Context: an optimization exercise on an open-source flow, tuned for small area and a short achievable clock period. The choices shown serve that exercise and are no tape-out recipe.
In this exercise RTL edits were held to simulation tests only and were not proved equivalent to the original.

==> inputs of job 3231 <==
==> flow/design.v (excerpt) <==
module hw8Pipelined        #(parameter WL = 8)
  (input signed [WL-1:0] in1,
   input signed [WL-1:0] in2,
   input signed [WL-1:0] in3,
   input signed [WL-1:0] c1,
   input signed [WL-1:0] c2,
   input signed [WL-1:0] c3,
   input CLK,
   output reg [(WL*2)+1:0] q);
  reg [53:0] r;
  wire p1_0_0 = ~(in1[0] & c1[0]);
  wire p1_0_1 = ~(in1[0] & c1[1]);
  wire p1_0_2 = ~(in1[0] & c1[2]);
  wire p1_0_3 = ~(in1[0] & c1[3]);
  wire p1_0_4 = ~(in1[0] & c1[4]);
  wire p1_0_5 = ~(in1[0] & c1[5]);
  wire p1_0_6 = ~(in1[0] & c1[6]);
  wire p1_0_7 = in1[0] & c1[7];
  wire p1_1_0 = ~(in1[1] & c1[0]);
  wire p1_1_1 = ~(in1[1] & c1[1]);
  wire p1_1_2 = ~(in1[1] & c1[2]);
  wire p1_1_3 = ~(in1[1] & c1[3]);
  wire p1_1_4 = ~(in1[1] & c1[4]);
  wire p1_1_5 = ~(in1[1] & c1[5]);
  wire p1_1_6 = ~(in1[1] & c1[6]);
  wire p1_1_7 = in1[1] & c1[7];
  wire p1_2_0 = ~(in1[2] & c1[0]);
  wire p1_2_1 = ~(in1[2] & c1[1]);
  wire p1_2_2 = ~(in1[2] & c1[2]);
  wire p1_2_3 = ~(in1[2] & c1[3]);
  wire p1_2_4 = ~(in1[2] & c1[4]);
  wire p1_2_5 = ~(in1[2] & c1[5]);
  wire p1_2_6 = ~(in1[2] & c1[6]);
  wire p1_2_7 = in1[2] & c1[7];
  wire p1_3_0 = ~(in1[3] & c1[0]);
  wire p1_3_1 = ~(in1[3] & c1[1]);
  wire p1_3_2 = ~(in1[3] & c1[2]);
  wire p1_3_3 = ~(in1[3] & c1[3]);
  wire p1_3_4 = ~(in1[3] & c1[4]);
  wire p1_3_5 = ~(in1[3] & c1[5]);
  wire p1_3_6 = ~(in1[3] & c1[6]);
  wire p1_3_7 = in1[3] & c1[7];
  wire p1_4_0 = ~(in1[4] & c1[0]);
  wire p1_4_1 = ~(in1[4] & c1[1]);
  wire p1_4_2 = ~(in1[4] & c1[2]);
  wire p1_4_3 = ~(in1[4] & c1[3]);
  wire p1_4_4 = ~(in1[4] & c1[4]);
  wire p1_4_5 = ~(in1[4] & c1[5]);
  wire p1_4_6 = ~(in1[4] & c1[6]);
  wire p1_4_7 = in1[4] & c1[7];
  wire p1_5_0 = ~(in1[5] & c1[0]);
  wire p1_5_1 = ~(in1[5] & c1[1]);
  wire p1_5_2 = ~(in1[5] & c1[2]);
  wire p1_5_3 = ~(in1[5] & c1[3]);
  wire p1_5_4 = ~(in1[5] & c1[4]);
  wire p1_5_5 = ~(in1[5] & c1[5]);
  wire p1_5_6 = ~(in1[5] & c1[6]);
  wire p1_5_7 = in1[5] & c1[7];
  wire p1_6_0 = ~(in1[6] & c1[0]);
  wire p1_6_1 = ~(in1[6] & c1[1]);
  wire p1_6_2 = ~(in1[6] & c1[2]);
  wire p1_6_3 = ~(in1[6] & c1[3]);
  wire p1_6_4 = ~(in1[6] & c1[4]);
  wire p1_6_5 = ~(in1[6] & c1[5]);
  ...
export LEC_CHECK = 0
export CAP_MARGIN = 20
export CORE_MARGIN = 2
export CORE_UTILIZATION = 65
export CTS_BUF_LIST = sky130_fd_sc_hd__clkbuf_4 sky130_fd_sc_hd__clkbuf_8
export PLACE_DENSITY = 0.75
export SETUP_SLACK_MARGIN = 2.45
export SLEW_MARGIN = 20
export SYNTH_HIERARCHICAL = 1
export SYNTH_MINIMUM_KEEP_SIZE = 0
export TNS_END_PERCENT = 5
create_clock -name core_clock -period 5.5 [get_ports {CLK}]
standard.sh (not shown) runs the stock make flow with config.mk's settings and CLKGATE_MAP_FILE= SYNTH_SCRIPT=/design/flow/synth_recipe.tcl, a recipe that flattens the netlist after the stock synthesis.
==> flow/flow/run.sh <==
#!/bin/bash
# Layout flow: the standard layout (standard.sh, unchanged synthesis) with two
# placement/CTS options changed:
#  - the port buffers start as the smallest buffer (buf_1); timing repair upsizes
#    the ones on critical paths as usual;
#  - clock tree synthesis inserts no dummy loads.
# make's full output goes to standard.log in this folder; each ORFS step also keeps
# its own log under orfs/logs/.
set -euo pipefail
export BUFFER_PORTS_ARGS="-buffer_cell sky130_fd_sc_hd__buf_1"
export CTS_ARGS="-sink_clustering_enable -repair_clock_nets -buf_list {sky130_fd_sc_hd__clkbuf_4 sky130_fd_sc_hd__clkbuf_8} -dont_use_dummy_load"
bash standard.sh > standard.log 2>&1
==> job 3932 (differences from job 3231) <==
--- a/flow/config.mk
+++ b/flow/config.mk
@@ -9,7 +9,6 @@
 export CORE_MARGIN = 2
 export CORE_UTILIZATION = 65
 export CTS_BUF_LIST = sky130_fd_sc_hd__clkbuf_4 sky130_fd_sc_hd__clkbuf_8
-export PLACE_DENSITY = 0.75
 export SETUP_SLACK_MARGIN = 2.45
 export SLEW_MARGIN = 20
 export SYNTH_HIERARCHICAL = 1
==> reports/metrics.cfg <==
[layout]
fin_cells=733
seq_share_pct=20.4

[run_status]
status=complete, no violations

[detailed_routing]
routed-wl-met2_um=6660

[setup_path]
r2r_end=q[16]

the above is filed under job 3231

==> reports/metrics.cfg <==
[layout]
n_all_inverters=7
fin_cells=727
seq_share_pct=21.0

[setup_path]
r2r_end=q[15]

[sta]
finalCritPeriodShare_pct=56.7

[place]
place_hpwl_um=12300

[logic_synthesis]
synthXorXnorAreaFrac_pct=4.72

[run_status]
status=complete, no violations

the above is filed under job 3932

[what the ideal ports hide]
How much do the figures lean on ideal ports? The routed layouts below were timed once more, with nothing changed but the port constraints. Step 1, drivers: a clkbuf_16 drives CLK and a buf_2 each remaining input, both assumed. Step 2, shift: input delay + t, output delay - t, t = (earliest + latest rising clock arrival at the registers) / 2. This alone moves slack from input paths to output paths. Slacks: ideal / step 1 / step 2; pairs: ideal / step 1.
| run | t, ns | setup slack, ns | latest minus earliest clock arrival (ns) | slew at the worst register clock pin (ns) |
|---|---|---|---|---|
| job 3231 | 0.366 | 2.431 / 2.440 / 2.074 | 0.027 / 0.027 | 0.08 / 0.08 |
| job 3932 | 0.371 | 2.384 / 2.394 / 2.023 | 0.018 / 0.018 | 0.08 / 0.08 |
After both steps setup and hold are still met in every run listed. For job 3932, which loses most, drivers alone change the setup slack by +0.010 ns; drivers and shift together by -0.361 ns.
